Background: an optimization exercise with open tools, aiming at small area, a short achievable clock period and few clock cycles per item. Do not read the settings as production practice. Where RTL was checked, it was by simulation tests only, not by an equivalence proof against the original.

Setup of run 1:
## axis_gain_wrapper
module axis_gain_wrapper #(
    parameter integer C_S_AXI_DATA_WIDTH = 32,
    parameter integer C_S_AXI_ADDR_WIDTH = 4,
    parameter integer AUDIO_WIDTH        = 16,
    parameter integer GAIN_FBITS         = 12
)(
    input  wire aclk,
    input  wire aresetn,
    input  wire [31:0] s_axis_tdata,
    input  wire        s_axis_tlast,
    input  wire        s_axis_tvalid,
    output wire        s_axis_tready,
    output wire [31:0] m_axis_tdata,
    output wire        m_axis_tlast,
    output wire        m_axis_tvalid,
    input  wire        m_axis_tready,
    input  wire [C_S_AXI_ADDR_WIDTH-1:0] s_axi_awaddr,
    input  wire                          s_axi_awvalid,
    output wire                          s_axi_awready,
    input  wire [C_S_AXI_DATA_WIDTH-1:0] s_axi_wdata,
    input  wire [3:0]                    s_axi_wstrb,
    input  wire                          s_axi_wvalid,
    output wire                          s_axi_wready,
    output wire [1:0]                    s_axi_bresp,
    output reg                           s_axi_bvalid,
    input  wire                          s_axi_bready,
    input  wire [C_S_AXI_ADDR_WIDTH-1:0] s_axi_araddr,
    input  wire                          s_axi_arvalid,
    output wire                          s_axi_arready,
    output reg  [C_S_AXI_DATA_WIDTH-1:0] s_axi_rdata,
    output wire [1:0]                    s_axi_rresp,
    output reg                           s_axi_rvalid,
    input  wire                          s_axi_rready
);
    reg [31:0] reg_control;
  ...
==> flow/config.mk <==
export PLATFORM = sky130hd
export DESIGN_NAME = axis_gain_wrapper
export DESIGN_NICKNAME = axis_gain_wrapper
export VERILOG_FILES = /design/flow/design.v
export SDC_FILE = /design/flow/constraint.sdc
export NUM_CORES = 4
export LEC_CHECK = 0
export ABC_AREA = 1
export CAP_MARGIN = 20
export CORE_MARGIN = 2
export CORE_UTILIZATION = 40
export CTS_BUF_LIST = sky130_fd_sc_hd__clkbuf_4 sky130_fd_sc_hd__clkbuf_8
export SETUP_SLACK_MARGIN = 4.3
export SLEW_MARGIN = 20
==> flow/constraint.sdc <==
create_clock -name core_clock -period 8.0 [get_ports {aclk}]
set_input_delay 1.6000 -clock core_clock [delete_from_list [all_inputs] [get_ports {aclk}]]
set_output_delay 1.6000 -clock core_clock [all_outputs]
set_load 0.01 [all_outputs]
standard.sh (not shown) runs the stock make flow with config.mk's settings and CLKGATE_MAP_FILE= SYNTH_SCRIPT=/design/flow/synth_recipe.tcl, a recipe that flattens the netlist after the stock synthesis.
==> flow/flow/run.sh <==
#!/bin/bash
set -euo pipefail
export BUFFER_PORTS_ARGS="-buffer_cell sky130_fd_sc_hd__buf_1"
bash standard.sh > standard_flow.log 2>&1
Testbench counts of run 1, summed over its fixed seeds: cycles 16,480, samples 16,384.
## Diff of input files: run 2 against run 1
- CTS_CLUSTER_SIZE: unset -> 20
- CTS_BUF_LIST: sky130_fd_sc_hd__clkbuf_4 sky130_fd_sc_hd__clkbuf_8 -> sky130_fd_sc_hd__clkbuf_8 sky130_fd_sc_hd__clkbuf_16
- CTS_CLUSTER_DIAMETER: unset -> 50
==> run notes <==
The higher proportion of layout cells with a drive suffix above 1 came out of run 1. Taking run 1 as the reference, in run 2 number of cell instances on the worst register-to-register path saw an increase, final area went up by about 0.9%.
--- input diff run 2..run 3 ---
- a change of SETUP_SLACK_MARGIN from 4.3 to 4.0
- a deleted CTS_CLUSTER_DIAMETER that had been 50
- a deleted CTS_CLUSTER_SIZE that had been 20
- a change of CTS_BUF_LIST from sky130_fd_sc_hd__clkbuf_8 sky130_fd_sc_hd__clkbuf_16 to sky130_fd_sc_hd__clkbuf_4 sky130_fd_sc_hd__clkbuf_8
==> run notes <==
- Between run 2 and run 3, the difference in synthesized area is negligible.
- Run 3 vs. run 2: fraction of layout cells with a size suffix above 1 has decreased.
- Run 3 completed end to end with timing, DRC and antenna clean.

---

== the previous run ==
The RTL this note starts from:
==> flow/design.v <==
`timescale 1ns / 1ps
module gain_core (
    input  wire [15:0] data_i,
    input  wire [15:0] gain_i,
    output wire [15:0] data_o
);
    wire [16:0] gx = {gain_i, 1'b0};
    wire [16:0] dx = {data_i[15], data_i};
    reg [31:0] acc;
    reg [31:0] k;
    reg [17:0] row;
    reg        neg, one, two;
    integer    j;
    always @* begin
        k = 32'd2048;
        for (j = 0; j < 8; j = j + 1) k = k - (32'd1 << (17 + 2*j));
        acc = k;
        for (j = 0; j < 8; j = j + 1) begin
            neg = gx[2*j+2];
            one = gx[2*j+1] ^ gx[2*j];
            two = (gx[2*j+2] & ~gx[2*j+1] & ~gx[2*j]) | (~gx[2*j+2] & gx[2*j+1] & gx[2*j]);
            row = ({18{one}} & {dx[16], dx}) | ({18{two}} & {dx, 1'b0});
            row = row ^ {18{neg}};
            row[17] = ~row[17];
            acc = acc + ({14'd0, row} << (2*j)) + ({31'd0, neg} << (2*j));
        end
    end
    wire ovf = ~(&acc[31:27] | ~|acc[31:27]);
    assign data_o = ovf ? {acc[31], {15{~acc[31]}}} : acc[27:12];
endmodule
`timescale 1ns / 1ps
module axis_gain_wrapper #(
    parameter integer C_S_AXI_DATA_WIDTH = 32,
    parameter integer C_S_AXI_ADDR_WIDTH = 4,
    parameter integer AUDIO_WIDTH        = 16,
    parameter integer GAIN_FBITS         = 12
)(
    input  wire aclk,
    input  wire aresetn,
    input  wire [31:0] s_axis_tdata,
    input  wire        s_axis_tlast,
    input  wire        s_axis_tvalid,
    output wire        s_axis_tready,
    output wire [31:0] m_axis_tdata,
    output wire        m_axis_tlast,
    output wire        m_axis_tvalid,
    input  wire        m_axis_tready,
    input  wire [C_S_AXI_ADDR_WIDTH-1:0] s_axi_awaddr,
    input  wire                          s_axi_awvalid,
    output wire                          s_axi_awready,
    input  wire [C_S_AXI_DATA_WIDTH-1:0] s_axi_wdata,
    input  wire [3:0]                    s_axi_wstrb,
    input  wire                          s_axi_wvalid,
    output wire                          s_axi_wready,
    output wire [1:0]                    s_axi_bresp,
    output reg                           s_axi_bvalid,
    input  wire                          s_axi_bready,
    input  wire [C_S_AXI_ADDR_WIDTH-1:0] s_axi_araddr,
    input  wire                          s_axi_arvalid,
    output wire                          s_axi_arready,
    output reg  [C_S_AXI_DATA_WIDTH-1:0] s_axi_rdata,
    output wire [1:0]                    s_axi_rresp,
    output reg                           s_axi_rvalid,
    input  wire                          s_axi_rready
);
    reg [31:0] reg_control;
    reg [31:0] reg_gain_l;
    reg [31:0] reg_gain_r;
    reg        wack;       
    reg [1:0]  rsel;       
    assign s_axi_awready = wack;
    assign s_axi_wready  = wack;
    assign s_axi_bresp   = 2'b00;
    assign s_axi_rresp   = 2'b00;
    assign s_axi_arready = !s_axi_rvalid;
    wire wgo = s_axi_awvalid && s_axi_wvalid && !wack && !s_axi_bvalid && !s_axi_rvalid;
    wire [1:0] addr_w = s_axi_awaddr[3:2];
    wire [31:0] wd_ctl = s_axi_wdata & {32{aresetn}};
    wire [31:0] wd_gn  = {wd_ctl[31:13], s_axi_wdata[12] | !aresetn, wd_ctl[11:0]};
    wire we_ctl = (wgo && addr_w == 2'd0) || !aresetn;
    wire we_gl  = (wgo && addr_w == 2'd1) || !aresetn;
    wire we_gr  = (wgo && addr_w == 2'd2) || !aresetn;
    always @(posedge aclk) begin
        if (we_ctl) reg_control <= wd_ctl;
        if (we_gl)  reg_gain_l  <= wd_gn;
        if (we_gr)  reg_gain_r  <= wd_gn;
    end
    always @(posedge aclk) begin
        if (!aresetn) begin
            wack         <= 1'b0;
            s_axi_bvalid <= 1'b0;
        end else begin
            wack <= wgo;
            if (wack)
                s_axi_bvalid <= 1'b1;
            else if (s_axi_bready)
                s_axi_bvalid <= 1'b0;
        end
    end
    wire rgo = s_axi_arvalid && !s_axi_rvalid;
    always @(posedge aclk) begin
        if (!aresetn) begin
            s_axi_rvalid <= 1'b0;
        end else begin
            if (rgo)
                s_axi_rvalid <= 1'b1;
            else if (s_axi_rready)
                s_axi_rvalid <= 1'b0;
        end
    end
    always @(posedge aclk) begin
        if (rgo) rsel <= s_axi_araddr[3:2];
    end
    always @* begin
        case (rsel)
            2'd0:    s_axi_rdata = reg_control;
            2'd1:    s_axi_rdata = reg_gain_l;
            2'd2:    s_axi_rdata = reg_gain_r;
            default: s_axi_rdata = 32'b0;
        endcase
    end
    reg        v0, l0;
    reg [31:0] d0;
    reg [15:0] g0l, g0r;    
    reg        v1, l1;
    reg [31:0] o1;
    wire ce = m_axis_tready || !v1;
    assign s_axis_tready = ce;
    assign m_axis_tvalid = v1;
    assign m_axis_tlast  = l1;
    assign m_axis_tdata  = o1;
    wire [15:0] res_l, res_r;
    gain_core u_gain_l (.data_i(d0[15:0]),  .gain_i(g0l), .data_o(res_l));
    gain_core u_gain_r (.data_i(d0[31:16]), .gain_i(g0r), .data_o(res_r));
    always @(posedge aclk) begin
        if (ce) begin
            d0  <= s_axis_tdata;
            l0  <= s_axis_tlast;
            g0l <= reg_control[0] ? reg_gain_l[15:0] : 16'h1000;
            g0r <= reg_control[0] ? reg_gain_r[15:0] : 16'h1000;
            o1  <= {res_r, res_l};
            l1  <= l0;
        end
    end
    always @(posedge aclk) begin
        if (!aresetn) begin
            v0 <= 1'b0;
            v1 <= 1'b0;
        end else if (ce) begin
            v0 <= s_axis_tvalid;
            v1 <= v0;
        end
    end
endmodule
Settings: LEC_CHECK=0, CAP_MARGIN=20, CORE_MARGIN=2, CORE_UTILIZATION=40, SLEW_MARGIN=20; clock period 8.0 ns.
run.sh (not shown) runs the stock make flow with config.mk's settings and CLKGATE_MAP_FILE= SYNTH_SCRIPT=/design/flow/synth_recipe.tcl, a recipe that flattens the netlist after the stock synthesis.
Stock flow here: none of the scripts above is used.
Inputs modified between the previous run and the current run:
-- flow/config.mk --
<<< the previous run, line 7
export LEC_CHECK = 0
export CAP_MARGIN = 20
>>> the current run, line 7
export LEC_CHECK = 0
export ABC_AREA = 1
export CAP_MARGIN = 20
<<< the previous run, line 10
export CORE_UTILIZATION = 40
export SLEW_MARGIN = 20
>>> the current run, line 11
export CORE_UTILIZATION = 40
export SETUP_SLACK_MARGIN = 4
export SLEW_MARGIN = 20
==> comparison <==
Compared the current run against the previous run; total number of sequential cells within noise.
Die area, the current run vs the previous run: down by more than 10%
Taking the previous run as the reference, in the current run non-clock buffer area fraction after layout went up 4.4 points, final critical-path required period saw a decrease, total track usage moved up, total cell area at the placement stage has decreased.
Function was not checked in any run of this note: the RTL went through the layout flow alone.

port drivers added, routing unchanged:
The results above use ideal ports. As a check the final layouts listed here were re-extracted and re-timed, cells and wires unchanged. Step 1: set_driving_cell puts a clkbuf_16 on aclk and a buf_2 on each other input, an assumption about the parent block. Step 2 adds t to the input delays and takes it off the output delays; t is the mean of the earliest and latest rising clock arrival at the registers after step 1. Input paths then give back, and output paths get back, about the clock's delay inside the block. Three values: no drivers, after step 1, after step 2; two values: the first two.
run | shift t [ns] | setup slack, ns | clock arrival spread, ns | slew at the worst register clock pin (ns) | worst data-port slew with drivers (ns)
run 1 | 0.693 | 4.235 / 4.235 / 3.969 | 0.036 / 0.036 | 0.08 / 0.08 | 0.08
run 2 | 0.616 | 4.258 / 4.258 / 3.955 | 0.054 / 0.054 | 0.08 / 0.08 | 0.08
run 3 | 0.693 | 4.121 / 4.064 / 3.707 | 0.044 / 0.043 | 0.07 / 0.07 | 0.08
the previous run | 0.635 | 0.727 / 0.727 / 0.727 | 0.019 / 0.019 | 0.06 / 0.06 | 0.07
the current run | 0.612 | 2.454 / 2.454 / 2.454 | 0.026 / 0.026 | 0.06 / 0.06 | 0.07
After both steps setup and hold are still met in every run listed. For run 3, which loses most, drivers alone change the setup slack by -0.057 ns; drivers and shift together by -0.414 ns.
